Context: an optimization exercise on an open-source flow, tuned for small area and a short achievable clock period. The choices shown serve that exercise and are no tape-out recipe. The RTL was checked by simulation tests, not by an equivalence proof against the original design.

## design/flow/run.sh

```bash
#!/bin/bash
# synth_recipe.tcl (not shown) runs the flow's synth.tcl, then flattens the netlist and writes it again
# the make line also repeats each setting of config.mk as NAME=value (left out here)
make -C /OpenROAD-flow-scripts/flow DESIGN_CONFIG=/design/flow/config.mk WORK_HOME=/design/flow/orfs CLKGATE_MAP_FILE= SYNTH_SCRIPT=/design/flow/synth_recipe.tcl finish
```

## design/flow/config.mk

```make
export PLATFORM = sky130hd
export DESIGN_NAME = calc_core
export DESIGN_NICKNAME = calc_core
export VERILOG_FILES = /design/flow/design.v
export SDC_FILE = /design/flow/constraint.sdc
export NUM_CORES = 4
export LEC_CHECK = 0
export CAP_MARGIN = 20
export CORE_MARGIN = 2
export CORE_UTILIZATION = 40
export SLEW_MARGIN = 20
```

## design/flow/constraint.sdc

```tcl
create_clock -name core_clock -period 20.0 [get_ports {clk}]
set_input_delay 4.0000 -clock core_clock [delete_from_list [all_inputs] [get_ports {clk}]]
set_output_delay 4.0000 -clock core_clock [all_outputs]
set_load 0.01 [all_outputs]
```

## design/flow/design.v

```verilog
module bcdToBinary(
	input [11:0] d,
	output [9:0] mag
);
	wire w1 = d[4] ^ d[9];
	wire w2 = d[4] & d[9];
	wire w3 = d[5] ^ d[10];
	wire w4 = d[5] & d[10];
	wire w5 = d[8] ^ d[6];
	wire w6 = d[8] & d[6];
	wire w7 = d[8] ^ d[9];
	wire w8 = d[8] & d[9];
	wire w9 = d[8] ^ d[5];
	wire w10 = d[8] & d[5];
	wire w11 = w1 ^ d[6] ^ d[3];
	wire w12 = (w1 & d[6]) | (w1 & d[3]) | (d[6] & d[3]);
	wire w13 = w2 ^ w3 ^ d[7];
	wire w14 = (w2 & w3) | (w2 & d[7]) | (w3 & d[7]);
	wire w15 = w4 ^ w5 ^ d[11];
	wire w16 = (w4 & w5) | (w4 & d[11]) | (w5 & d[11]);
	wire w17 = w6 ^ w7 ^ d[7];
	wire w18 = (w6 & w7) | (w6 & d[7]) | (w7 & d[7]);
	wire w19 = w8 ^ d[9] ^ d[10];
	wire w20 = (w8 & d[9]) | (w8 & d[10]) | (d[9] & d[10]);
	wire w21 = d[10] ^ d[11];
	wire w22 = d[10] & d[11];
	assign mag = {w22, w20, w18, w16, w14, w12, w10, w9, d[4], d[0]} + {d[11], w21, w19, w17, w15, w13, w11, d[2], d[1], 1'b0};
endmodule
module binaryToBcd(
	input [19:0] bin,
	output [23:0] bcd
);
	function [3:0] add3;
		input [3:0] d;
		begin
			add3[3] = d[3] | (d[2] & d[0]) | (d[2] & d[1]);
			add3[2] = (d[3] & d[0]) | (d[2] & ~d[1] & ~d[0]);
			add3[1] = (d[3] & ~d[0]) | (~d[2] & d[1]) | (d[1] & d[0]);
			add3[0] = (d[3] & ~d[0]) | (~d[3] & ~d[2] & d[0]) | (d[2] & d[1] & ~d[0]);
		end
	endfunction
	reg [43:0] s;
	integer i, d;
	always @(*) begin
		s = {24'd0, bin};
		for (i = 0; i < 20; i = i + 1) begin
			for (d = 0; d < 6; d = d + 1)
				s[20 + 4*d +: 4] = add3(s[20 + 4*d +: 4]);
			s = s << 1;
		end
	end
	assign bcd = s[43:20];
endmodule
module seg7 (
	input [3:0] number,
	output reg [6:0] hex
);
	always @(*)
		case (number)
			4'd0: hex = 7'b1000000;
			4'd1: hex = 7'b1111001;
			4'd2: hex = 7'b0100100;
			4'd3: hex = 7'b0110000;
			4'd4: hex = 7'b0011001;
			4'd5: hex = 7'b0010010;
			4'd6: hex = 7'b0000010;
			4'd7: hex = 7'b1111000;
			4'd8: hex = 7'b0000000;
			4'd9: hex = 7'b0011000;
			default: hex = 7'b1111111;
		endcase
endmodule
module calculator(
	input Clock,
	input signA,
	input zeroA,             
	input [9:0] magA,
	input signB,
	input zeroB,
	input [9:0] magB,
	input sameMag,           
	input [3:0] operator,
	output reg [19:0] answer,
	output reg sign
);
	wire isMul = (operator == 4'd13);
	wire load = (operator[3:2] == 2'b11) && (operator[1:0] != 2'b00);
	wire [19:0] prod;
	multiplier u_mul (magA, magB, prod);
	wire negA = signA & ~zeroA;
	wire negB = signB & ~zeroB;
	wire effB = negB ^ (operator[1:0] == 2'b10);
	wire diff = negA ^ effB;                  
	wire [11:0] t = {2'b00, magA} + ({2'b00, magB} ^ {12{diff}}) + {11'd0, diff};
	wire borrow = diff & t[11];              
	wire [10:0] sumMag = borrow ? (~t[10:0] + 11'd1) : t[10:0];
	wire sumSign = borrow ? effB : (negA & ~(diff & sameMag));
	always @(posedge Clock)
		if (load) begin
			if (isMul) begin
				answer <= prod;
				sign <= negA ^ negB;
			end else begin
				answer <= {9'd0, sumMag};
				sign <= sumSign;
			end
		end
endmodule
module multiplier(
	input [9:0] a,
	input [9:0] b,
	output [19:0] p
);
	wire pp0_0 = a[0] & b[0];
	wire pp0_1 = a[0] & b[1];
	wire pp0_2 = a[0] & b[2];
	wire pp0_3 = a[0] & b[3];
	wire pp0_4 = a[0] & b[4];
	wire pp0_5 = a[0] & b[5];
	wire pp0_6 = a[0] & b[6];
	wire pp0_7 = a[0] & b[7];
	wire pp0_8 = a[0] & b[8];
	wire pp0_9 = a[0] & b[9];
	wire pp1_0 = a[1] & b[0];
	wire pp1_1 = a[1] & b[1];
	wire pp1_2 = a[1] & b[2];
	wire pp1_3 = a[1] & b[3];
	wire pp1_4 = a[1] & b[4];
	wire pp1_5 = a[1] & b[5];
	wire pp1_6 = a[1] & b[6];
	wire pp1_7 = a[1] & b[7];
	wire pp1_8 = a[1] & b[8];
	wire pp1_9 = a[1] & b[9];
	wire pp2_0 = a[2] & b[0];
	wire pp2_1 = a[2] & b[1];
	wire pp2_2 = a[2] & b[2];
	wire pp2_3 = a[2] & b[3];
	wire pp2_4 = a[2] & b[4];
	wire pp2_5 = a[2] & b[5];
	wire pp2_6 = a[2] & b[6];
	wire pp2_7 = a[2] & b[7];
	wire pp2_8 = a[2] & b[8];
	wire pp2_9 = a[2] & b[9];
	wire pp3_0 = a[3] & b[0];
	wire pp3_1 = a[3] & b[1];
	wire pp3_2 = a[3] & b[2];
	wire pp3_3 = a[3] & b[3];
	wire pp3_4 = a[3] & b[4];
	wire pp3_5 = a[3] & b[5];
	wire pp3_6 = a[3] & b[6];
	wire pp3_7 = a[3] & b[7];
	wire pp3_8 = a[3] & b[8];
	wire pp3_9 = a[3] & b[9];
	wire pp4_0 = a[4] & b[0];
	wire pp4_1 = a[4] & b[1];
	wire pp4_2 = a[4] & b[2];
	wire pp4_3 = a[4] & b[3];
	wire pp4_4 = a[4] & b[4];
	wire pp4_5 = a[4] & b[5];
	wire pp4_6 = a[4] & b[6];
	wire pp4_7 = a[4] & b[7];
	wire pp4_8 = a[4] & b[8];
	wire pp4_9 = a[4] & b[9];
	wire pp5_0 = a[5] & b[0];
	wire pp5_1 = a[5] & b[1];
	wire pp5_2 = a[5] & b[2];
	wire pp5_3 = a[5] & b[3];
	wire pp5_4 = a[5] & b[4];
	wire pp5_5 = a[5] & b[5];
	wire pp5_6 = a[5] & b[6];
	wire pp5_7 = a[5] & b[7];
	wire pp5_8 = a[5] & b[8];
	wire pp5_9 = a[5] & b[9];
	wire pp6_0 = a[6] & b[0];
	wire pp6_1 = a[6] & b[1];
	wire pp6_2 = a[6] & b[2];
	wire pp6_3 = a[6] & b[3];
	wire pp6_4 = a[6] & b[4];
	wire pp6_5 = a[6] & b[5];
	wire pp6_6 = a[6] & b[6];
	wire pp6_7 = a[6] & b[7];
	wire pp6_8 = a[6] & b[8];
	wire pp6_9 = a[6] & b[9];
	wire pp7_0 = a[7] & b[0];
	wire pp7_1 = a[7] & b[1];
	wire pp7_2 = a[7] & b[2];
	wire pp7_3 = a[7] & b[3];
	wire pp7_4 = a[7] & b[4];
	wire pp7_5 = a[7] & b[5];
	wire pp7_6 = a[7] & b[6];
	wire pp7_7 = a[7] & b[7];
	wire pp7_8 = a[7] & b[8];
	wire pp7_9 = a[7] & b[9];
	wire pp8_0 = a[8] & b[0];
	wire pp8_1 = a[8] & b[1];
	wire pp8_2 = a[8] & b[2];
	wire pp8_3 = a[8] & b[3];
	wire pp8_4 = a[8] & b[4];
	wire pp8_5 = a[8] & b[5];
	wire pp8_6 = a[8] & b[6];
	wire pp8_7 = a[8] & b[7];
	wire pp8_8 = a[8] & b[8];
	wire pp8_9 = a[8] & b[9];
	wire pp9_0 = a[9] & b[0];
	wire pp9_1 = a[9] & b[1];
	wire pp9_2 = a[9] & b[2];
	wire pp9_3 = a[9] & b[3];
	wire pp9_4 = a[9] & b[4];
	wire pp9_5 = a[9] & b[5];
	wire pp9_6 = a[9] & b[6];
	wire pp9_7 = a[9] & b[7];
	wire pp9_8 = a[9] & b[8];
	wire pp9_9 = a[9] & b[9];
	wire m1 = pp0_9 ^ pp1_8;
	wire m2 = pp0_9 & pp1_8;
	wire m3 = pp1_9 ^ pp2_8;
	wire m4 = pp1_9 & pp2_8;
	wire m5 = pp0_6 ^ pp1_5;
	wire m6 = pp0_6 & pp1_5;
	wire m7 = pp0_7 ^ pp1_6 ^ pp2_5;
	wire m8 = (pp0_7 & pp1_6) | (pp0_7 & pp2_5) | (pp1_6 & pp2_5);
	wire m9 = pp3_4 ^ pp4_3;
	wire m10 = pp3_4 & pp4_3;
	wire m11 = pp0_8 ^ pp1_7 ^ pp2_6;
	wire m12 = (pp0_8 & pp1_7) | (pp0_8 & pp2_6) | (pp1_7 & pp2_6);
	wire m13 = pp3_5 ^ pp4_4 ^ pp5_3;
	wire m14 = (pp3_5 & pp4_4) | (pp3_5 & pp5_3) | (pp4_4 & pp5_3);
	wire m15 = pp6_2 ^ pp7_1;
	wire m16 = pp6_2 & pp7_1;
	wire m17 = m1 ^ pp2_7 ^ pp3_6;
	wire m18 = (m1 & pp2_7) | (m1 & pp3_6) | (pp2_7 & pp3_6);
	wire m19 = pp4_5 ^ pp5_4 ^ pp6_3;
	wire m20 = (pp4_5 & pp5_4) | (pp4_5 & pp6_3) | (pp5_4 & pp6_3);
	wire m21 = pp7_2 ^ pp8_1 ^ pp9_0;
	wire m22 = (pp7_2 & pp8_1) | (pp7_2 & pp9_0) | (pp8_1 & pp9_0);
	wire m23 = m2 ^ m3 ^ pp3_7;
	wire m24 = (m2 & m3) | (m2 & pp3_7) | (m3 & pp3_7);
	wire m25 = pp4_6 ^ pp5_5 ^ pp6_4;
	wire m26 = (pp4_6 & pp5_5) | (pp4_6 & pp6_4) | (pp5_5 & pp6_4);
	wire m27 = pp7_3 ^ pp8_2 ^ pp9_1;
	wire m28 = (pp7_3 & pp8_2) | (pp7_3 & pp9_1) | (pp8_2 & pp9_1);
	wire m29 = m4 ^ pp2_9 ^ pp3_8;
	wire m30 = (m4 & pp2_9) | (m4 & pp3_8) | (pp2_9 & pp3_8);
	wire m31 = pp4_7 ^ pp5_6 ^ pp6_5;
	wire m32 = (pp4_7 & pp5_6) | (pp4_7 & pp6_5) | (pp5_6 & pp6_5);
	wire m33 = pp7_4 ^ pp8_3 ^ pp9_2;
	wire m34 = (pp7_4 & pp8_3) | (pp7_4 & pp9_2) | (pp8_3 & pp9_2);
	wire m35 = pp3_9 ^ pp4_8 ^ pp5_7;
	wire m36 = (pp3_9 & pp4_8) | (pp3_9 & pp5_7) | (pp4_8 & pp5_7);
	wire m37 = pp6_6 ^ pp7_5 ^ pp8_4;
	wire m38 = (pp6_6 & pp7_5) | (pp6_6 & pp8_4) | (pp7_5 & pp8_4);
	wire m39 = pp4_9 ^ pp5_8 ^ pp6_7;
	wire m40 = (pp4_9 & pp5_8) | (pp4_9 & pp6_7) | (pp5_8 & pp6_7);
	wire m41 = pp0_4 ^ pp1_3;
	wire m42 = pp0_4 & pp1_3;
	wire m43 = pp0_5 ^ pp1_4 ^ pp2_3;
	wire m44 = (pp0_5 & pp1_4) | (pp0_5 & pp2_3) | (pp1_4 & pp2_3);
	wire m45 = pp3_2 ^ pp4_1;
	wire m46 = pp3_2 & pp4_1;
	wire m47 = m5 ^ pp2_4 ^ pp3_3;
	wire m48 = (m5 & pp2_4) | (m5 & pp3_3) | (pp2_4 & pp3_3);
	wire m49 = pp4_2 ^ pp5_1 ^ pp6_0;
	wire m50 = (pp4_2 & pp5_1) | (pp4_2 & pp6_0) | (pp5_1 & pp6_0);
	wire m51 = m6 ^ m7 ^ m9;
	wire m52 = (m6 & m7) | (m6 & m9) | (m7 & m9);
	wire m53 = pp5_2 ^ pp6_1 ^ pp7_0;
	wire m54 = (pp5_2 & pp6_1) | (pp5_2 & pp7_0) | (pp6_1 & pp7_0);
	wire m55 = m8 ^ m10 ^ m11;
	wire m56 = (m8 & m10) | (m8 & m11) | (m10 & m11);
	wire m57 = m13 ^ m15 ^ pp8_0;
	wire m58 = (m13 & m15) | (m13 & pp8_0) | (m15 & pp8_0);
	wire m59 = m12 ^ m14 ^ m16;
	wire m60 = (m12 & m14) | (m12 & m16) | (m14 & m16);
	wire m61 = m17 ^ m19 ^ m21;
	wire m62 = (m17 & m19) | (m17 & m21) | (m19 & m21);
	wire m63 = m18 ^ m20 ^ m22;
	wire m64 = (m18 & m20) | (m18 & m22) | (m20 & m22);
	wire m65 = m23 ^ m25 ^ m27;
	wire m66 = (m23 & m25) | (m23 & m27) | (m25 & m27);
	wire m67 = m24 ^ m26 ^ m28;
	wire m68 = (m24 & m26) | (m24 & m28) | (m26 & m28);
	wire m69 = m29 ^ m31 ^ m33;
	wire m70 = (m29 & m31) | (m29 & m33) | (m31 & m33);
	wire m71 = m30 ^ m32 ^ m34;
	wire m72 = (m30 & m32) | (m30 & m34) | (m32 & m34);
	wire m73 = m35 ^ m37 ^ pp9_3;
	wire m74 = (m35 & m37) | (m35 & pp9_3) | (m37 & pp9_3);
	wire m75 = m36 ^ m38 ^ m39;
	wire m76 = (m36 & m38) | (m36 & m39) | (m38 & m39);
	wire m77 = pp7_6 ^ pp8_5 ^ pp9_4;
	wire m78 = (pp7_6 & pp8_5) | (pp7_6 & pp9_4) | (pp8_5 & pp9_4);
	wire m79 = m40 ^ pp5_9 ^ pp6_8;
	wire m80 = (m40 & pp5_9) | (m40 & pp6_8) | (pp5_9 & pp6_8);
	wire m81 = pp7_7 ^ pp8_6 ^ pp9_5;
	wire m82 = (pp7_7 & pp8_6) | (pp7_7 & pp9_5) | (pp8_6 & pp9_5);
	wire m83 = pp6_9 ^ pp7_8 ^ pp8_7;
	wire m84 = (pp6_9 & pp7_8) | (pp6_9 & pp8_7) | (pp7_8 & pp8_7);
	wire m85 = pp0_3 ^ pp1_2;
	wire m86 = pp0_3 & pp1_2;
	wire m87 = m41 ^ pp2_2 ^ pp3_1;
	wire m88 = (m41 & pp2_2) | (m41 & pp3_1) | (pp2_2 & pp3_1);
	wire m89 = m42 ^ m43 ^ m45;
	wire m90 = (m42 & m43) | (m42 & m45) | (m43 & m45);
	wire m91 = m44 ^ m46 ^ m47;
	wire m92 = (m44 & m46) | (m44 & m47) | (m46 & m47);
	wire m93 = m48 ^ m50 ^ m51;
	wire m94 = (m48 & m50) | (m48 & m51) | (m50 & m51);
	wire m95 = m52 ^ m54 ^ m55;
	wire m96 = (m52 & m54) | (m52 & m55) | (m54 & m55);
	wire m97 = m56 ^ m58 ^ m59;
	wire m98 = (m56 & m58) | (m56 & m59) | (m58 & m59);
	wire m99 = m60 ^ m62 ^ m63;
	wire m100 = (m60 & m62) | (m60 & m63) | (m62 & m63);
	wire m101 = m64 ^ m66 ^ m67;
	wire m102 = (m64 & m66) | (m64 & m67) | (m66 & m67);
	wire m103 = m68 ^ m70 ^ m71;
	wire m104 = (m68 & m70) | (m68 & m71) | (m70 & m71);
	wire m105 = m72 ^ m74 ^ m75;
	wire m106 = (m72 & m74) | (m72 & m75) | (m74 & m75);
	wire m107 = m76 ^ m78 ^ m79;
	wire m108 = (m76 & m78) | (m76 & m79) | (m78 & m79);
	wire m109 = m80 ^ m82 ^ m83;
	wire m110 = (m80 & m82) | (m80 & m83) | (m82 & m83);
	wire m111 = m84 ^ pp7_9 ^ pp8_8;
	wire m112 = (m84 & pp7_9) | (m84 & pp8_8) | (pp7_9 & pp8_8);
	wire m113 = pp0_2 ^ pp1_1;
	wire m114 = pp0_2 & pp1_1;
	wire m115 = m85 ^ pp2_1 ^ pp3_0;
	wire m116 = (m85 & pp2_1) | (m85 & pp3_0) | (pp2_1 & pp3_0);
	wire m117 = m86 ^ m87 ^ pp4_0;
	wire m118 = (m86 & m87) | (m86 & pp4_0) | (m87 & pp4_0);
	wire m119 = m88 ^ m89 ^ pp5_0;
	wire m120 = (m88 & m89) | (m88 & pp5_0) | (m89 & pp5_0);
	wire m121 = m90 ^ m91 ^ m49;
	wire m122 = (m90 & m91) | (m90 & m49) | (m91 & m49);
	wire m123 = m92 ^ m93 ^ m53;
	wire m124 = (m92 & m93) | (m92 & m53) | (m93 & m53);
	wire m125 = m94 ^ m95 ^ m57;
	wire m126 = (m94 & m95) | (m94 & m57) | (m95 & m57);
	wire m127 = m96 ^ m97 ^ m61;
	wire m128 = (m96 & m97) | (m96 & m61) | (m97 & m61);
	wire m129 = m98 ^ m99 ^ m65;
	wire m130 = (m98 & m99) | (m98 & m65) | (m99 & m65);
	wire m131 = m100 ^ m101 ^ m69;
	wire m132 = (m100 & m101) | (m100 & m69) | (m101 & m69);
	wire m133 = m102 ^ m103 ^ m73;
	wire m134 = (m102 & m103) | (m102 & m73) | (m103 & m73);
	wire m135 = m104 ^ m105 ^ m77;
	wire m136 = (m104 & m105) | (m104 & m77) | (m105 & m77);
	wire m137 = m106 ^ m107 ^ m81;
	wire m138 = (m106 & m107) | (m106 & m81) | (m107 & m81);
	wire m139 = m108 ^ m109 ^ pp9_6;
	wire m140 = (m108 & m109) | (m108 & pp9_6) | (m109 & pp9_6);
	wire m141 = m110 ^ m111 ^ pp9_7;
	wire m142 = (m110 & m111) | (m110 & pp9_7) | (m111 & pp9_7);
	wire m143 = m112 ^ pp8_9 ^ pp9_8;
	wire m144 = (m112 & pp8_9) | (m112 & pp9_8) | (pp8_9 & pp9_8);
	assign p = {1'b0, m144, m142, m140, m138, m136, m134, m132, m130, m128, m126, m124, m122, m120, m118, m116, m114, m113, pp0_1, pp0_0} + {1'b0, pp9_9, m143, m141, m139, m137, m135, m133, m131, m129, m127, m125, m123, m121, m119, m117, m115, pp2_0, pp1_0, 1'b0};
endmodule
module calc_core (
	input clk,
	input [12:0] op_a,       
	input [12:0] op_b,       
	input [3:0] operator,    
	output [6:0] hex0,       
	output [6:0] hex1,
	output [6:0] hex2,
	output [6:0] hex3,
	output [6:0] hex4,
	output [6:0] hex5,       
	output [6:0] hex6        
);
	wire [9:0] magA, magB;
	bcdToBinary u_bin1 (op_a[11:0], magA);
	bcdToBinary u_bin2 (op_b[11:0], magB);
	wire zeroA = (op_a[11:0] == 12'd0);
	wire zeroB = (op_b[11:0] == 12'd0);
	wire sameMag = (op_a[11:0] == op_b[11:0]);
	wire [19:0] answer;
	wire sign;
	calculator u_calc (clk, op_a[12], zeroA, magA, op_b[12], zeroB, magB, sameMag, operator, answer, sign);
	wire [23:0] bcd;
	binaryToBcd u_bcd (answer, bcd);
	seg7 u_seg0 (bcd[3:0], hex0);
	seg7 u_seg1 (bcd[7:4], hex1);
	seg7 u_seg2 (bcd[11:8], hex2);
	seg7 u_seg3 (bcd[15:12], hex3);
	seg7 u_seg4 (bcd[19:16], hex4);
	seg7 u_seg5 (bcd[23:20], hex5);
	assign hex6 = sign ? 7'b0111111 : 7'b1000000;
endmodule
```

==> results of run 1 <==
worst min path at each step:
stage,startpoint,endpoint,slack (ns),depth (start not counted)
3_3_place_gp,op_b[12],u_calc.sign,4.88,6
3_5_place_dp,op_b[12],u_calc.sign,4.92,6
6_report,op_b[12],u_calc.sign,4.63,6
4_1_cts,op_b[12],u_calc.sign,4.62,6
2_1_floorplan,op_b[0],u_calc.answer[0],4.34,2
5_1_grt,op_a[12],u_calc.sign,4.69,5
registers in the layout (all words and copies together), names as in the netlist:
| signal | cells |
|---|---|
| u_calc.answer | 20 |
| u_calc.sign | 1 |
layer usage:
layer / vias to the layer above / track usage / part of all wire
li1: 6768 / - / -
met1: 6517 / 0.2554 / 0.46
met2: 366 / 0.3515 / 0.49
met3: 41 / 0.01016 / 0.035
met4: 0 / 0.03415 / 0.013
met5: - / 0 / 0
cell type report:
type / instances / share of cell area
flip-flops and latches: 21 / 0.04386
clock buffers: 4 / 0.005482
multi-input cells: 1554 / 0.7987
inverters: 182 / 0.04751
repair buffers: 100 / 0.06596
well taps: 442 / 0.03846
kinds of logic (layout without fill, tap and decap cells):
kind of cell,Yosys count,count (layout),share of synthesized area
AOI/OAI and AO/OA,569,569,0.3181
xor gates and xnor gates,84,84,0.05526
adders and majority gates,178,178,0.2080
buffers and inverters,286,286,0.09031
DFF,21,21,0.04736
muxes,35,35,0.02678
and+or+nand+nor,688,688,0.2542
worst max-delay path: cells and delay by family (launching register included):
family                   cells  cell delay [ns]
buffers and inverters        5             1.24
AO/OA/AOI/OAI               11             4.21
multiplexers                 2             0.30
adder cells (fa/ha/maj)      2             0.71
AND/OR/NAND/NOR              8             2.30
flip-flops                   1             0.91
through the flow:
stage	setup slack, ns	std cells
final	6.071	2303
after global routing	5.397	2303
after CTS	6.204	2303
after detailed placement	6.506	2299
after global placement	6.744	2299
after floorplan	8.898	1861
cells in the final DEF (no fill, tap or decap), drive strengths merged, types with 13 or more instances in the layout:
master	instances
buf	21
a31oi	17
mux2i	30
clkdlybuf4s50	79
nand3	58
o21ai	101
a211oi	28
nand2b	21
or3	16
a21o	32
edfxtp	21
nand2	175
nor3	58
a21oi	119
fa	75
nand4	20
o2111ai	13
and2	16
nor2	222
inv	180
nor4	19
nor2b	13
o31ai	21
o21a	18
xor2	37
ha	92
o22ai	15
o21bai	21
o211ai	36
or2	15
xnor2	47
==> run notes, run 1 <==
- Status: complete, no violations
- Fin area: 14380 um2
- Worst path required time: 16.00 ns
- Crit path launch type: flop
- CP max FO: 28
- Final Max Slew Viols: 0
- F_max: 71.79 MHz
- MaxCap Viol Count: 0
- Sequential share of the synthesized area: 0.04736
- Initial antenna violation count: 0
- RSZ-0062 raised after global routing: false
- Register area: 630.6 um2
- Number of synthesis warnings: 3
- Number of global-route vias before repair: 12710
- Post-synth EDFFs: 21
- Commonest cells post-synth: 218 x nor2_1, 177 x inv_1, 172 x nand2_1
- Most area-consuming cells after synthesis: fa_1 11%, ha_1 8.6%, nor2_1 6.1%, inv_1 5.0%, nand2_1 4.8%
- Post-DP Area: 14300 um2
- Synth Cell Area: 13310 um2
- Crit path DAT: 9.93 ns
- DRT Pass-1 Iters: 6
- Ant diodes: 0
- Tcrit/Tclk final: 0.6965
- HPWL after detailed placement: 27340 um
- Setup TNS: 0 ns
- Routed vias: 13690
- Fillers: 3343
- Yosys cell types: 123
- Hold slack final: 4.630 ns
- Nets@finish: 2060
- Area occupied by multi-input gates: 11480 um2
- Ys flop type: edfxtp_1
- CTS sink cnt: 21
- Synth area leader: fa_1
- Core Area: 32620 um2
- DRC Markers: 0
- Setup crit end: hex2[3]
- I/O Buffers: 79
- Asr flop ratio synth: 0
- Final wirelength: 35190 um
- Cts hold-fix bufs: 0
- CTS max path bufs: 2
- CTS resizes: 0
- First-pass GRT wire length: 59550 um
- GP Congestion: 0.8929
- Gr usage total: 0.1935
- Final core utilization: 0.4408
- Final hold violations: 0
- Die width: 186.4 um
- Share of cells above drive strength 1: 0.06072
- Flops & latches, synth: 21
- TritonCTS buffer count: 3
- Final Setup Violations: 0
- CTS tree: yes
- Crit path largest cell delay: 0.91 ns
- Vias per cell: 5.945
- Post-Syn Area per Cell: 7.154 um2
- Most frequent CP cell: inv_1
- Total Die Area: 34760 um2
- Final Critical Period: 13.93 ns
- Worst-margin pin slew: 1.112 ns
- Ports: 80
- H-tree lvl count: 1
- Die H: 186.4 um
- Cell Rows: 66
- Mapped Cells: 1861
- Global route total overflow: 0
- Syn_nets: 2059
- Rel. slew slack: 0.2587
- Wirelength per Cell: 15.28 um
- Largest net degree at the start of global routing: 35
- Crit. End Element: primary output
- DRT iter0 DRCs: 1058
- Worst Hold Class: input pin to flop
- Post-CTS Setup Inserts: 0
- Critical path's slowest cell: edfxtp_1
- Initial core utilization: 0.4082
- Setup CP Type: flop to primary output
- Layout area overhead: 7.997%
- Clock slew at reported path FFs: 0.06 ns
- Synth top area share: 0.1128
- Count leader, synth: nor2_1
- Clk Tree Root Cell: clkbuf_16
- Worst setup path start: u_calc.answer[19]
- ANT nets after route: 0
==> run 2, diff against run 1 <==
--- a/design/flow/config.mk
+++ b/design/flow/config.mk
@@ -6,4 +6,5 @@
 export NUM_CORES = 4
 export LEC_CHECK = 0
+export ABC_AREA = 1
 export CAP_MARGIN = 20
 export CORE_MARGIN = 2
==> run notes, run 2 <==
- Crit path DAT: 11.67 ns (+1.74 ns)
- HPWL after detailed placement: 22660 um (-17%)
- Ports: 80 (unchanged)
- Mapped Cells: 1867 (+0.32%)
- Final Setup Violations: 0 (unchanged)
- Final hold violations: 0 (unchanged)
- Clk Tree Root Cell: clkbuf_16
- Sequential share of the synthesized area: 0.05624 (+0.008873)
- Global route total overflow: 0 (unchanged)
- Fin area: 12530 um2 (-13%)
- Core Area: 27710 um2 (-15%)
- H-tree lvl count: 1 (unchanged)
- Synth area leader: nand2_1
- Commonest cells post-synth: 464 x nand2_1, 300 x inv_1, 231 x nor2_1
- Most frequent CP cell: inv_1
- CP bufs+invs: 10 (+5)
- Wirelength per Cell: 11.30 um (-26%)
- Share of cells above drive strength 1: 0.1196 (+0.05887)
- Ys flop type: edfxtp_1
- Vias per cell: 4.853 (-18%)
- Ant diodes: 0 (unchanged)
- Final core utilization: 0.4523 (+0.01152)
- Nets@finish: 2139 (+3.8%)
- Number of global-route vias before repair: 10640 (-16%)
- TritonCTS buffer count: 3 (unchanged)
- Commonest non-fill, non-tap cell in the layout: nand2_1
- Total Die Area: 29390 um2 (-15%)
- Tcrit/Tclk final: 0.5778 (-0.1186)
- Final Max Slew Viols: 0 (unchanged)
- Count leader, synth: nand2_1
- Layout area overhead: 11.76%
- Commonest cells after routing, fill and taps aside: 464 x nand2_1, 300 x inv_1, 231 x nor2_1
- Largest reg by FF count: u_calc.answer
- CP max FO: 11 (-61%)
- Syn_nets: 2065 (+0.29%)
- DRT iter0 DRCs: 471 (-55%)
- CTS max path bufs: 2 (unchanged)
- CTS sink cnt: 21 (unchanged)
- CTS tree: yes
- Number of synthesis warnings: 3 (unchanged)
- Initial antenna violation count: 0 (unchanged)
- Clock slew at reported path FFs: 0.07 ns (about the same)
- Worst-margin pin slew: 1.084 ns (-0.02785 ns)
- Worst Hold Class: input pin to flop
- F_max: 86.53 MHz (+21%)
- Worst path required time: 20.11 ns (+4.11 ns)
- Largest net degree at the start of global routing: 22 (-37%)
- Die H: 171.4 um (-8.1%)
- CTS resizes: 0 (unchanged)
- Routed vias: 11250 (-18%)
- Synth Cell Area: 11210 um2 (-16%)
- Critical path's slowest cell: xor2_1
- Hold slack final: 4.576 ns (-0.05451 ns)
- Crit path launch type: input pin
- Final Critical Period: 11.56 ns (-2.373 ns)
- Synth top area share: 0.1553 (+0.04255)
- ANT nets after route: 0 (unchanged)
- Post-synth EDFFs: 21 (unchanged)
- Post-CTS Setup Inserts: 0 (unchanged)
- Largest register FFs: 20 (unchanged)
- Cell family with most CP delay: adder cells
- DRT Pass-1 Iters: 5 (-1)
- Setup TNS: 0 ns (unchanged)
- Yosys cell types: 42 (-66%)
- Rel. slew slack: 0.2748 (+0.01612)
- GP Congestion: 0.8788 (-1.6%)
- RSZ-0062 raised after global routing: false
- First-pass GRT wire length: 45750 um (-23%)
- Cell Rows: 61 (-7.6%)
- Post-Syn Area per Cell: 6.006 um2 (-16%)
- Flops & latches, synth: 21 (unchanged)
- Final wirelength: 26200 um (-26%)
- Most area-consuming cells after synthesis: nand2_1 16%, fa_1 13%, ha_1 10%, inv_1 10%, nor2_1 7.7%
- Die width: 171.4 um (-8.1%)
- DRC Markers: 0 (unchanged)
- Asr flop ratio synth: 0 (unchanged)
- Setup CP Type: input pin to flop
- MaxCap Viol Count: 0 (unchanged)
- Gr usage total: 0.1821 (-0.01140)
- Post-DP Area: 12450 um2 (-13%)
- I/O Buffers: 79 (unchanged)
- Biggest regs: u_calc.answer: 20 flops, u_calc.sign: 1 flops
- Crit path largest cell delay: 0.73 ns (-0.18 ns)
- Cts hold-fix bufs: 0 (unchanged)
- Initial core utilization: 0.4047 (-0.003437)
- Crit. End Element: flop
- Status: complete, no violations
run 2: cell families (layout without fill, tap and decap cells):
logic type               Yosys count  in the layout  synth area share
AO/OA/AOI/OAI                    220            220            0.1147
flip-flops                        21             21           0.05624
adder cells (fa/ha/maj)          167            167            0.2366
AND/OR/NAND/NOR                 1068           1068            0.4419
XOR/XNOR                          39             39           0.03046
buffers and inverters            352            425            0.1202
run 2: final timing paths:
| path | slack [ns] | cells past startpoint | to | start |
|---|---|---|---|---|
| worst min-delay path | 4.58 | 4 | u_calc.sign | op_b[12] |
| worst max-delay path | 8.44 | 41 | u_calc.answer[18] | op_b[4] |
run 2: cell type report:
type                            count  area (um2)
Clock buffer                        3       75.07
Clock inverter                      1       5.005
Fill cell                        2924       15170
Inverter                          334        1254
Multi-Input combinational cell   1494        9244
Sequential cell                    21       630.6
Tap cell                          378       473.0
Timing Repair Buffer               87       850.8
run 2: per-stage QoR:
step | worst slack [ns] | instances
floorplan | 9.503 | 1867
global placement | 8.439 | 2314
detailed placement | 8.268 | 2314
CTS | 8.522 | 2318
global route | 7.687 | 2318
finish | 8.443 | 2318
run 2: layer usage:
layer  vias up  global-route usage  share of wire
met3        24            0.004832          0.014
li1       6034                   -              -
met1      5072              0.2261           0.46
met2       119              0.3501           0.51
met4         0             0.03574          0.015
met5         -                   0              0
==> run 3, diff against run 2 <==
--- a/design/flow/design.v
+++ b/design/flow/design.v
@@ -33,10 +33,13 @@
 	function [3:0] add3;
 		input [3:0] d;
-		begin
-			add3[3] = d[3] | (d[2] & d[0]) | (d[2] & d[1]);
-			add3[2] = (d[3] & d[0]) | (d[2] & ~d[1] & ~d[0]);
-			add3[1] = (d[3] & ~d[0]) | (~d[2] & d[1]) | (d[1] & d[0]);
-			add3[0] = (d[3] & ~d[0]) | (~d[3] & ~d[2] & d[0]) | (d[2] & d[1] & ~d[0]);
-		end
+		case (d)
+			4'd5: add3 = 4'd8;
+			4'd6: add3 = 4'd9;
+			4'd7: add3 = 4'd10;
+			4'd8: add3 = 4'd11;
+			4'd9: add3 = 4'd12;
+			4'd10, 4'd11, 4'd12, 4'd13, 4'd14, 4'd15: add3 = 4'bxxxx;
+			default: add3 = d;
+		endcase
 	endfunction
 	reg [43:0] s;
--- a/design/flow/config.mk
+++ b/design/flow/config.mk
@@ -9,4 +9,4 @@
 export CAP_MARGIN = 20
 export CORE_MARGIN = 2
-export CORE_UTILIZATION = 40
+export CORE_UTILIZATION = 60
 export SLEW_MARGIN = 20
==> run notes, run 3 <==
- Status: complete, no violations
- CTS tree: yes
- Number of global-route vias before repair: 9621 (-9.6%)
- Largest family of logic cells by synthesized area: simple AND/OR/NAND/NOR gates
- Global route total overflow: 0 (unchanged)
- Worst path required time: 20.02 ns (-0.09 ns)
- Simple logic cell fraction of the synthesized area: 0.3497 (-0.09220)
- Crit path DAT: 11.46 ns (-0.21 ns)
- Proportion of synthesized area in mux cells: 0 (unchanged)
- DRT iter0 DRCs: 447 (-5.1%)
- DRC Markers: 0 (unchanged)
- Total Die Area: 18340 um2 (-38%)
- Cts hold-fix bufs: 0 (unchanged)
- F_max: 87.45 MHz (+1.1%)
- Biggest regs: u_calc.answer: 20 flops, u_calc.sign: 1 flops
- Synth Cell Area: 10370 um2 (-7.6%)
- CTS resizes: 0 (unchanged)
- MaxCap Viol Count: 0 (unchanged)
- Largest reg by FF count: u_calc.answer
- Wirelength per Cell: 11.43 um (+1.2%)
- Largest register FFs: 20 (unchanged)
- I/O Buffers: 79 (unchanged)
- Commonest non-fill, non-tap cell in the layout: nand2_1
- Crit path launch type: input pin
- CP max FO: 8 (-3)
- Largest net degree at the start of global routing: 25 (+14%)
- Die H: 135.4 um (-21%)
- Xor/xnor share of the synthesized area: 0.03126 (+0.0007994)
- First-pass GRT wire length: 39470 um (-14%)
- Share of cells above drive strength 1: 0.1070 (-0.01263)
- Mapped Cells: 1699 (-9.0%)
- Critical path's slowest cell: xor2_1
- Final Max Slew Viols: 0 (unchanged)
- Clk Tree Root Cell: clkbuf_16
- Die width: 135.4 um (-21%)
- CP bufs+invs: 10 (unchanged)
- Worst setup path start: op_b[4]
- Tcrit/Tclk final: 0.5718 (-0.006069)
- Post-CTS Setup Inserts: 0 (unchanged)
- Final Setup Violations: 0 (unchanged)
- Fillers: 1628 (-44%)
- Final Critical Period: 11.44 ns (-0.1214 ns)
- Hold_sp: operator[3]
- Most area-consuming cells after synthesis: fa_1 14%, nand2_1 14%, ha_1 12%, inv_1 11%, nor2_1 6.8%
- Initial core utilization: 0.6056 (+0.2009)
- CTS sink cnt: 21 (unchanged)
- H-tree lvl count: 1 (unchanged)
- Clock slew at reported path FFs: 0.06 ns (about the same)
- Rel. slew slack: 0.2723 (-0.002543)
- Synth Area in Adders: 0.2680 (+0.03140)
- ANT nets after route: 0 (unchanged)
- Fin area: 11460 um2 (-8.5%)
- Commonest cells post-synth: 380 x nand2_1, 313 x inv_1, 188 x nor2_1
- HPWL after detailed placement: 20000 um (-12%)
- Layout area overhead: 10.60%
- Vias per cell: 5.197 (+7.1%)
- Cell family with most CP delay: adder cells
- Sequential share of the synthesized area: 0.06083 (+0.004595)
- Crit. End Element: flop
- Final hold violations: 0 (unchanged)
- Routed vias: 10350 (-8.0%)
- Hold slack final: 4.694 ns (+0.1180 ns)
- Ports: 80 (unchanged)
- Initial antenna violation count: 0 (unchanged)
- Synth area leader: fa_1
- Synth Area in Compound Gates: 0.1446 (+0.02989)
- Asr flop ratio synth: 0 (unchanged)
- Count leader, synth: nand2_1
- Post-synth EDFFs: 21 (unchanged)
- Setup TNS: 0 ns (unchanged)
- Worst Hold Class: input pin to flop
- Gr usage total: 0.2533 (+0.07120)
- CTS max path bufs: 2 (unchanged)
- Ant diodes: 0 (unchanged)
- Final wirelength: 22770 um (-13%)
- Number of synthesis warnings: 3 (unchanged)
- GP Congestion: 0.8977 (+2.2%)
- Nets@finish: 1976 (-7.6%)
- DRT Pass-1 Iters: 5 (unchanged)
- Ys flop type: edfxtp_1
- Post-Syn Area per Cell: 6.101 um2 (+1.6%)
- Commonest cells after routing, fill and taps aside: 380 x nand2_1, 313 x inv_1, 188 x nor2_1
- Post-DP Area: 11380 um2 (-8.6%)
- Syn_nets: 1907 (-7.7%)
- Crit path largest cell delay: 0.60 ns (-0.13 ns)
- Core Area: 17120 um2 (-38%)
- Worst-margin pin slew: 1.088 ns (+0.003800 ns)
- RSZ-0062 raised after global routing: false
- TritonCTS buffer count: 3 (unchanged)
- Flops & latches, synth: 21 (unchanged)
- Cell Rows: 48 (-21%)
- Yosys cell types: 51 (+21%)
- Synth top area share: 0.1448 (-0.01048)
- Setup CP Type: input pin to flop
- Most frequent CP cell: inv_1
-- run 3: changes by cell type after synthesis, moves of 10 or more --
cell | previous run | this run
inv_2 | 30 | 59
inv_1 | 300 | 313
ha_1 | 92 | 102
a21oi_1 | 90 | 77
nand2_4 | 13 | 1
nand3_2 | 35 | 10
nand2_2 | 78 | 43
o21ai_2 | 5 | 25
nand3_1 | 169 | 129
nor2_1 | 231 | 188
nor2_2 | 27 | 13
nand2_1 | 464 | 380
-- run 3: cells by family after synthesis --
| group | Yosys count |
|---|---|
| and+or+nand+nor | 824 |
| xor gates and xnor gates | 37 |
| buffers and inverters | 396 |
| AOI/OAI and AO/OA | 244 |
| DFF | 21 |
| adders and majority gates | 177 |
-- run 3: stage by stage --
| stage | worst slack [ns] | cells | utilization |
|---|---|---|---|
| global placement | 8.530 | 1988 | 0.6645 |
| global route | 7.700 | 1992 | 0.6698 |
| finish | 8.565 | 1992 | 0.6698 |
| floorplan | 9.515 | 1699 | - |
| detailed placement | 8.247 | 1988 | 0.6650 |
| CTS | 8.503 | 1992 | 0.6698 |
-- run 3: worst min-delay path, cell delays in order --
cell             delay, ns
clkdlybuf4s50_1       0.39
nand2_1               0.10
a21oi_2               0.04
buf_4                 0.21
-- run 3: metal layers --
metal,part of all wire,wire (um),global-route usage
met1,0.44,10060,0.3030
met2,0.52,11740,0.4972
met3,0.025,576,0.01048
met4,0.017,396,0.05845
met5,0,0,0
-- run 3: worst paths after layout --
kind / endpoint / cells after the start
max: u_calc.answer[19] / 41
min: u_calc.sign / 4
-- run 3: area by class of cell --
cell class	count	area, um2	share of cell area
Clock inverter	1	7.507	0.0006548
Sequential cell	21	630.6	0.05500
Timing Repair Buffer	81	805.8	0.07028
Multi-Input combinational cell	1282	8242	0.7189
Clock buffer	3	75.07	0.006548
Inverter	379	1423	0.1241
Tap cell	225	281.5	0.02456
==> run 4, diff against run 3 <==
==> design/flow/flow/run.sh (new file) <==
#!/bin/bash
# Own layout flow: the standard ORFS flow, with synthesis mapping the
# logic with flow/abc_area.script and without extracting adder cells.
set -euo pipefail
WORK=$(pwd)
rm -rf "$WORK/scripts_own"
cp -r "$FLOW_HOME/scripts" "$WORK/scripts_own"
cp "$WORK/flow/abc_area.script" "$WORK/scripts_own/abc_area.script"
EXTRA=""
[ -f "$WORK/flow/extra.txt" ] && EXTRA=$(cat "$WORK/flow/extra.txt")
bash standard.sh finish ABC_AREA=1 ADDER_MAP_FILE= SCRIPTS_DIR="$WORK/scripts_own" $EXTRA > "$WORK/flow_make.log" 2>&1
==> design/flow/flow/abc_area.script (new file) <==
strash
dch
amap
topo
stime -c
buffer -c
upsize -c
dnsize -c
==> design/flow/standard.sh (new file) <==
#!/bin/bash
# synth_recipe.tcl (not shown) runs the flow's synth.tcl, then flattens the netlist and writes it again
# the make line also repeats each setting of config.mk as NAME=value (left out here)
make -C /OpenROAD-flow-scripts/flow DESIGN_CONFIG=/design/flow/config.mk WORK_HOME=/design/flow/orfs CLKGATE_MAP_FILE= SYNTH_SCRIPT=/design/flow/synth_recipe.tcl "${@:-finish}"
removed: design/flow/run.sh
==> run notes, run 4 <==
- Tcrit/Tclk final: 0.8150 (+0.2432)
- CTS resizes: 0 (unchanged)
- Clock slew at reported path FFs: 0.06 ns (about the same)
- Syn_nets: 1614 (-15%)
- Initial core utilization: 0.6098 (+0.004201)
- Setup TNS: 0 ns (unchanged)
- Status: complete, no violations
- Rel. slew slack: 0.4225 (+0.1502)
- Vias per cell: 5.825 (+12%)
- Fillers: 1343 (-18%)
- Largest family of logic cells by synthesized area: compound AO/OA/AOI/OAI gates
- Commonest non-fill, non-tap cell in the layout: nor2_1
- Most frequent CP cell: nor2_1
- Core Area: 13770 um2 (-20%)
- First-pass GRT wire length: 38010 um (-3.7%)
- Largest reg by FF count: u_calc.answer
- DRT Pass-1 Iters: 6 (+1)
- Commonest cells after routing, fill and taps aside: 450 x nor2_1, 193 x a21oi_1, 175 x nand2_1
- Routed vias: 10670 (+3.0%)
- Total Die Area: 14960 um2 (-18%)
- Clk Tree Root Cell: clkbuf_16
- Crit path launch type: flop
- CTS max path bufs: 2 (unchanged)
- I/O Buffers: 79 (unchanged)
- DRC Markers: 0 (unchanged)
- Nets@finish: 1683 (-15%)
- Largest net degree at the start of global routing: 22 (-12%)
- Mapped Cells: 1583 (-6.8%)
- Flops & latches, synth: 21 (unchanged)
- Final Setup Violations: 0 (unchanged)
- Final wirelength: 22790 um (about the same)
- Proportion of synthesized area in mux cells: 0 (unchanged)
- Number of global-route vias before repair: 8843 (-8.1%)
- HPWL after detailed placement: 18510 um (-7.5%)
- MaxCap Viol Count: 0 (unchanged)
- Yosys cell types: 64 (+25%)
- Count leader, synth: nor2_1
- Global route total overflow: 0 (unchanged)
- Commonest cells post-synth: 450 x nor2_1, 194 x a21oi_1, 175 x nand2_1
- Post-synth EDFFs: 21 (unchanged)
- Critical path's slowest cell: clkdlybuf4s50_1
- Die H: 122.3 um (-9.7%)
- DRT iter0 DRCs: 825 (+85%)
- Xor/xnor share of the synthesized area: 0.004171 (-0.02709)
- Synth Area in Adders: 0 (-0.2680)
- CP max FO: 7 (-1)
- Non-Filler Instances: 1831 (-8.1%)
- Most area-consuming cells after synthesis: nor2_1 20%, a21oi_1 12%, o21ai_0 8.5%, nand2_1 7.8%, edfxtp_1 7.5%
- Synth Area in Compound Gates: 0.4551 (+0.3105)
- Dpl cells: 1827 (-8.1%)
- Synth top area share: 0.2011 (+0.05626)
- Sequential share of the synthesized area: 0.07508 (+0.01425)
- Number of synthesis warnings: 3 (unchanged)
- GP Congestion: 0.9458 (+5.4%)
- Synth Cell Area: 8399 um2 (-19%)
- Share of cells above drive strength 1: 0.07571 (-0.03125)
- Post-CTS Setup Inserts: 0 (unchanged)
- Simple logic cell fraction of the synthesized area: 0.3723 (+0.02259)
- Synth area leader: nor2_1
- Die width: 122.3 um (-9.7%)
- Ant diodes: 0 (unchanged)
- H-tree lvl count: 1 (unchanged)
- Wirelength per Cell: 12.45 um (+8.9%)
- Gr usage total: 0.2964 (+0.04317)
- Ports: 80 (unchanged)
- Final Max Slew Viols: 0 (unchanged)
- Crit. End Element: primary output
- Asr flop ratio synth: 0 (unchanged)
- Cts hold-fix bufs: 0 (unchanged)
- CTS tree: yes
- Final Critical Period: 16.30 ns (+4.864 ns)
- Largest register FFs: 20 (unchanged)
- Ys flop type: edfxtp_1
- Layout area overhead: 12.69%
- RSZ-0062 raised after global routing: false
- ANT nets after route: 0 (unchanged)
- Final hold violations: 0 (unchanged)
- Worst-margin pin slew: 0.8663 ns (-0.2216 ns)
- Worst path required time: 16.00 ns (-4.02 ns)
- Post-Syn Area per Cell: 5.306 um2 (-13%)
- Worst Hold Class: input pin to flop
- Crit path largest cell delay: 0.55 ns (-0.05 ns)
- CTS sink cnt: 21 (unchanged)
- Crit path DAT: 12.30 ns (+0.84 ns)
- Setup CP Type: flop to primary output
- F_max: 61.35 MHz (-30%)
- Biggest regs: u_calc.answer: 20 flops, u_calc.sign: 1 flops
- Cell Rows: 43 (-10%)
- Initial antenna violation count: 0 (unchanged)
- TritonCTS buffer count: 3 (unchanged)
==> run 4: cell families after synthesis <==
logic type	count (synthesis)
AND/OR/NAND/NOR	752
AO/OA/AOI/OAI	604
buffers and inverters	202
flip-flops	21
XOR/XNOR	4
==> run 4: layout make-up <==
class / count / area (um2) / share of cell area
Clock buffer: 3 / 75.07 / 0.007931
Clock inverter: 1 / 5.005 / 0.0005288
Inverter: 175 / 660.6 / 0.06980
Multi-Input combinational cell: 1360 / 6988 / 0.7383
Sequential cell: 21 / 630.6 / 0.06662
Tap cell: 180 / 225.2 / 0.02379
Timing Repair Buffer: 91 / 880.8 / 0.09306
==> run 4: worst paths after layout <==
kind	start	cells past startpoint	end	slack [ns]
max	u_calc.answer[17]	72	hex0[0]	3.70
min	op_b[12]	4	u_calc.sign	4.66
==> run 4: per-stage QoR <==
stage | util | area [um2] | worst slack (ns) | hold slack, ns
floorplan | - | 8399 | 6.158 | 4.313
global placement | 0.6811 | 9382 | 4.580 | 4.898
detailed placement | 0.6811 | 9382 | 4.175 | 4.900
CTS | 0.6870 | 9462 | 3.816 | 4.671
global route | 0.6872 | 9465 | 2.195 | 4.721
finish | 0.6872 | 9465 | 3.701 | 4.660
==> run 4: critical path: cells and delay by family, from the launching register on <==
family,cells,cell delay (ns)
AOI/OAI and AO/OA,25,5.54
DFF,1,0.42
buffers and inverters,14,1.92
and+or+nand+nor,33,4.15
==> run 4: routing by layer <==
metal | vias to the layer above | global-route usage | share of wire
met4 | 0 | 0.07256 | 0.020
met3 | 39 | 0.01673 | 0.050
met1 | 4614 | 0.3787 | 0.45
met2 | 273 | 0.5424 | 0.48
met5 | - | 0 | 0
li1 | 5740 | - | -
==> run 5, diff against run 4 <==
==> design/flow/flow/abc_area.script (replaced) <==
strash
dch
map -B 0.9
topo
stime -c
buffer -c
upsize -c
dnsize -c
==> run notes, run 5 <==
- Commonest non-fill, non-tap cell in the layout: nand2_1
- Commonest cells after routing, fill and taps aside: 629 x nand2_1, 337 x inv_1, 261 x nor2_1
- Fin area: 11280 um2 (+19%)
- Crit. End Element: primary output
- Crit path largest cell delay: 0.54 ns (about the same)
- Worst path required time: 16.00 ns (about the same)
- CTS tree: yes
- Post-CTS Setup Inserts: 0 (unchanged)
- TritonCTS buffer count: 3 (unchanged)
- Vias per cell: 5.070 (-13%)
- Commonest cells post-synth: 629 x nand2_1, 337 x inv_1, 261 x nor2_1
- Routed vias: 11790 (+11%)
- MaxCap Viol Count: 0 (unchanged)
- GP Congestion: 0.9656 (+2.1%)
- Total Die Area: 18140 um2 (+21%)
- Global route total overflow: 0 (unchanged)
- Synth top area share: 0.2303 (+0.02924)
- Layout area overhead: 10.01%
- Register area: 630.6 um2 (unchanged)
- F_max: 93.21 MHz (+52%)
- Final Max Slew Viols: 0 (unchanged)
- Setup TNS: 0 ns (unchanged)
- Final wirelength: 23960 um (+5.1%)
- Share of cells above drive strength 1: 0.1045 (+0.02875)
- Yosys cell types: 51 (-20%)
- Synth Cell Area: 10250 um2 (+22%)
- CTS resizes: 0 (unchanged)
- RSZ-0062 raised after global routing: false
- Final hold violations: 0 (unchanged)
- HPWL after detailed placement: 20070 um (+8.4%)
- Fillers: 1617 (+20%)
- Crit path launch type: flop
- Area occupied by multi-input gates: 8035 um2 (+15%)
- CTS sink cnt: 21 (unchanged)
- Biggest regs: u_calc.answer: 20 flops, u_calc.sign: 1 flops
- CP max FO: 7 (unchanged)
- Die H: 134.7 um (+10%)
- Ports: 80 (unchanged)
- Die width: 134.7 um (+10%)
- DRT iter0 DRCs: 621 (-25%)
- I/O Buffers: 79 (unchanged)
- H-tree lvl count: 1 (unchanged)
- Ant diodes: 0 (unchanged)
- Clk Tree Root Cell: clkbuf_16
- Wirelength per Cell: 10.30 um (-17%)
- Gr usage total: 0.2621 (-0.03434)
- Worst Hold Class: input pin to flop
- Syn_nets: 2081 (+29%)
- Cts hold-fix bufs: 0 (unchanged)
- ANT nets after route: 0 (unchanged)
- Flops & latches, synth: 21 (unchanged)
- Worst-margin pin slew: 1.056 ns (+0.1902 ns)
- Count leader, synth: nand2_1
- Initial core utilization: 0.6159 (+0.006064)
- Critical path's slowest cell: clkdlybuf4s50_1
- Most area-consuming cells after synthesis: nand2_1 23%, inv_1 12%, nor2_1 9.6%, xor2_1 7.6%, nand3_1 6.5%
- Post-Syn Area per Cell: 5.000 um2 (-5.8%)
- DRT Pass-1 Iters: 5 (-1)
- Synth area leader: nand2_1
- Post-synth EDFFs: 21 (unchanged)
- Rel. slew slack: 0.2933 (-0.1292)
- Core Area: 16640 um2 (+21%)
- Largest reg by FF count: u_calc.answer
- Tcrit/Tclk final: 0.5364 (-0.2785)
- Asr flop ratio synth: 0 (unchanged)
- Final Setup Violations: 0 (unchanged)
- Largest register FFs: 20 (unchanged)
- Initial antenna violation count: 0 (unchanged)
- Worst slack at placement: 9.585 ns (+5.410 ns)
- Status: complete, no violations
- Largest net degree at the start of global routing: 21 (-4.5%)
- Crit path DAT: 6.73 ns (-5.57 ns)
- CTS max path bufs: 2 (unchanged)
- Number of synthesis warnings: 3 (unchanged)
- Cell family with most CP delay: simple AND/OR/NAND/NOR gates
- Sequential share of the synthesized area: 0.06152 (-0.01355)
- Post-route setup slack: 9.271 ns (+5.571 ns)
- Post-DP Area: 11200 um2 (+19%)
- Setup CP Type: flop to primary output
- First-pass GRT wire length: 41700 um (+9.7%)
- Nets@finish: 2138 (+27%)
- Final core utilization: 0.6775 (-0.009684)
- DRC Markers: 0 (unchanged)
- Cell Rows: 47 (+9.3%)
- Most frequent CP cell: nand2_1
- Number of global-route vias before repair: 10130 (+15%)
- Final Critical Period: 10.73 ns (-5.571 ns)
- Ys flop type: edfxtp_1
- Mapped Cells: 2050 (+30%)
- Clock slew at reported path FFs: 0.07 ns (about the same)
- CP bufs+invs: 7 (-7)
run 5: through the flow:
stage	cells	hold slack [ns]
5_1_grt	2326	4.509
4_1_cts	2326	4.469
3_3_place_gp	2322	4.748
2_1_floorplan	2050	4.310
3_5_place_dp	2322	4.752
6_report	2326	4.469
run 5: tightest hold or removal path: cells and delay by family:
kind,cells,cell delay [ns]
simple gates,1,0.11
buf+inv,1,0.40
compound gates,1,0.07
run 5: layout make-up:
cell class / instances / area share
multi-input cells: 1615 / 0.7126
inverters: 384 / 0.1278
clock inverters: 1 / 0.0004439
repair buffers: 82 / 0.07213
well taps: 220 / 0.02441
flip-flops and latches: 21 / 0.05593
clock buffers: 3 / 0.006658
run 5: final timing paths:
kind	depth (start not counted)	end	from
worst min-delay path	3	u_calc.sign	operator[3]
worst max-delay path	49	hex2[5]	u_calc.answer[17]
run 5: kinds of logic (layout without fill, tap and decap cells):
group / count (synthesis) / in the layout / share of synthesized area
AO/OA/AOI/OAI: 276 / 276 / 0.1610
flip-flops: 21 / 21 / 0.06152
AND/OR/NAND/NOR: 1222 / 1222 / 0.5219
multiplexers: 1 / 1 / 0.0009766
buffers and inverters: 414 / 470 / 0.1554
XOR/XNOR: 115 / 115 / 0.09827
adder cells (fa/ha/maj): 1 / 1 / 0.0009766
run 5: layer usage:
| metal | wire, um | GRT usage | vias to the layer above | share of wire |
|---|---|---|---|---|
| met5 | 0 | 0 | - | 0 |
| met4 | 340 | 0.05205 | 0 | 0.014 |
| met3 | 952 | 0.01802 | 24 | 0.040 |
| met2 | 10950 | 0.4647 | 207 | 0.46 |
| met1 | 11720 | 0.3504 | 5055 | 0.49 |
| li1 | - | - | 6506 | - |

[what the ideal ports hide]
The flow's constraints put no driver on any port. The routed layouts listed below were extracted and timed again, unchanged, in two steps.
Step 1: set_driving_cell puts a clkbuf_16 on clk and a buf_2 on each other input, an assumption about the parent block.
Step 2 also shifts input and output timing later by t, the mid clock arrival at the registers, as if the neighbouring blocks saw the same clock.
Slacks: ideal ports / drivers / drivers and shift; pairs: ideal ports / drivers.
run | t (ns) | setup slack, ns | hold WS [ns] | worst data-port slew with drivers (ns)
run 1 | 0.298 | 6.071 / 6.032 / 6.330 | 4.630 / 4.613 / 4.911 | 0.03
run 2 | 0.298 | 8.443 / 8.463 / 8.164 | 4.576 / 4.569 / 4.867 | 0.04
run 3 | 0.290 | 8.565 / 8.575 / 8.285 | 4.694 / 4.683 / 4.973 | 0.04
run 4 | 0.290 | 3.701 / 3.668 / 3.959 | 4.660 / 4.654 / 4.922 | 0.04
run 5 | 0.309 | 9.271 / 9.230 / 9.539 | 4.469 / 4.448 / 4.757 | 0.03
After both steps every run listed still meets setup and hold. The setup slack of run 3, which loses most, moves by +0.010 ns with the drivers and by -0.280 ns with both steps.
